This is an optimization exercise on Yosys and OpenROAD, whose aim is a short achievable clock period and few clock cycles, not a production implementation.

// mips
module mips(input  logic        clk, reset,
            output logic [31:0] pc,
            input  logic [31:0] instr,
            output logic        memwrite,
            output logic [31:0] aluout, writedata,
            input  logic [31:0] readdata);
  localparam logic [5:0] OP_R    = 6'b000000;
  localparam logic [5:0] OP_J    = 6'b000010;
  localparam logic [5:0] OP_BEQ  = 6'b000100;
  localparam logic [5:0] OP_BGTZ = 6'b000111;
  localparam logic [5:0] OP_ADDI = 6'b001000;
  localparam logic [5:0] OP_ANDI = 6'b001100;
  localparam logic [5:0] OP_XORI = 6'b001110;
  localparam logic [5:0] OP_LH   = 6'b100001;
  localparam logic [5:0] OP_LW   = 6'b100011;
  localparam logic [5:0] OP_LHU  = 6'b100100;
  localparam logic [5:0] OP_SW   = 6'b101011;
  logic [31:0] pcF;
  logic        validD, predD, crossD, longD;
  logic [21:0] hiPD, hiMD;
  logic [7:0]  btloD;
  logic        btcD;
  logic [31:0] irD, pc4D;
  logic        validE;
  logic        regwE, memwE, loadE, brEqE, brGtE, jrE, predE, xE;
  logic        selAdd, selAnd, selOr, selXor, selSlt, selSrl, subE;
  logic [1:0]  ldtE;
  logic [4:0]  destE, shamtE;
  logic [31:0] opAE, opBE, sdE, altE;
  logic        constE;    
  logic        lastE;     
  logic [31:0] cvalE;
  logic        regwM, memwM;
  logic [1:0]  ldtM;      
  logic [4:0]  destM;
  logic [31:0] aluM, sdM;
  logic [31:0] aluQ;      
  logic [31:0] rf [1:31];
  logic [31:0] resultM;
  always_comb
    case (ldtM)
      2'd1:    resultM = readdata;
      2'd2:    resultM = {{16{readdata[15]}}, readdata[15:0]};
      2'd3:    resultM = {24'b0, readdata[7:0]};
      default: resultM = aluM;
    endcase
  always_ff @(posedge clk)
    if (regwM) rf[destM] <= resultM;
  logic [31:0] one;    
  always_ff @(posedge clk, posedge reset)
    if (reset)      one <= '0;
    else if (regwM) one[destM] <= (ldtM == 2'd0) & (aluM == 32'd1);
  assign aluout    = aluQ;
  assign writedata = sdM;
  assign memwrite  = memwM;
  logic [31:0] a, b, sd, sum, alures;
  logic        taken, redirE;
  logic [31:0] tgtE;
  assign a  = opAE;
  assign b  = opBE;
  assign sd = sdE;
  logic [32:0] sumx;
  assign sumx = {a, 1'b1} + {b, subE};
  assign sum  = sumx[32:1];
  logic [31:0] pE, cE, logres;
  ...
Size: ~5800 cells after synthesis, roughly 1500 flip-flops, ~160 I/O pins, ~0.078 mm^2 of cells after synthesis.
export LEC_CHECK = 0
export CAP_MARGIN = 20
export CORE_MARGIN = 2
export CORE_UTILIZATION = 40
export SETUP_SLACK_MARGIN = 5
export SLEW_MARGIN = 20
create_clock -name core_clock -period 9.0 [get_ports {clk}]
standard.sh (not shown) runs the stock make flow with config.mk's settings and CLKGATE_MAP_FILE= SYNTH_SCRIPT=/design/flow/synth_recipe.tcl, a recipe that flattens the netlist after the stock synthesis.
==> flow/flow/run.sh <==
#!/bin/bash
# Standard ORFS layout (the standard.sh) with these changes to how it is
# made (constraints unchanged):
#  - ports are buffered with buf_4 instead of the default delay buffer, and
#    the resizer may change a cell's footprint.
set -euo pipefail
bash standard.sh finish SETUP_SLACK_MARGIN=6.6 MATCH_CELL_FOOTPRINT=0 \
  "BUFFER_PORTS_ARGS=-buffer_cell sky130_fd_sc_hd__buf_4" CTS_CLUSTER_SIZE=20 CTS_CLUSTER_DIAMETER=60 > make_finish.log 2>&1
Next try:
--- a/flow/flow/run.sh
+++ b/flow/flow/run.sh
@@ -8 +8 @@
-  "BUFFER_PORTS_ARGS=-buffer_cell sky130_fd_sc_hd__buf_4" CTS_CLUSTER_SIZE=20 CTS_CLUSTER_DIAMETER=60 > make_finish.log 2>&1
+  "BUFFER_PORTS_ARGS=-buffer_cell sky130_fd_sc_hd__buf_4" CTS_CLUSTER_SIZE=16 CTS_CLUSTER_DIAMETER=50 > make_finish.log 2>&1
Sequential share of layout area is lower by 0.56 points; non-clock buffer count is higher by 10; design area is higher slightly; die area does not change; count of clock-buffer cells in the layout is higher by 52; global-route usage is higher by 0.27 points; clock skew is lower by 0.029 ns; synthesized cell count stays the same; hold slack got worse by 0.0039 ns.
No functional check of the RTL was part of any run of this note.

## separate check: timing with driven ports
The results above use ideal ports. As a check the final layouts listed here were re-extracted and re-timed, cells and wires unchanged.
Step 1, drivers: a clkbuf_16 drives clk and a buf_2 each remaining input, both assumed.
Step 2 adds t to the input delays and takes it off the output delays; t is the mean of the earliest and latest rising clock arrival at the registers after step 1. Input paths then give back, and output paths get back, about the clock's delay inside the block.
Slacks: ideal ports / drivers / drivers and shift; pairs: ideal ports / drivers.
| run | shift t [ns] | setup slack, ns | slew at the worst register clock pin (ns) | pins driven straight from the clock port |
|---|---|---|---|---|
| the first run | 0.880 | 5.632 / 5.578 / 4.816 | 0.09 / 0.09 | 1 |
| the second run | 0.926 | 5.604 / 5.557 / 4.836 | 0.07 / 0.07 | 1 |
After both steps every run listed still meets setup and hold. The setup slack of the first run, which loses most, moves by -0.054 ns with the drivers and by -0.816 ns with both steps.
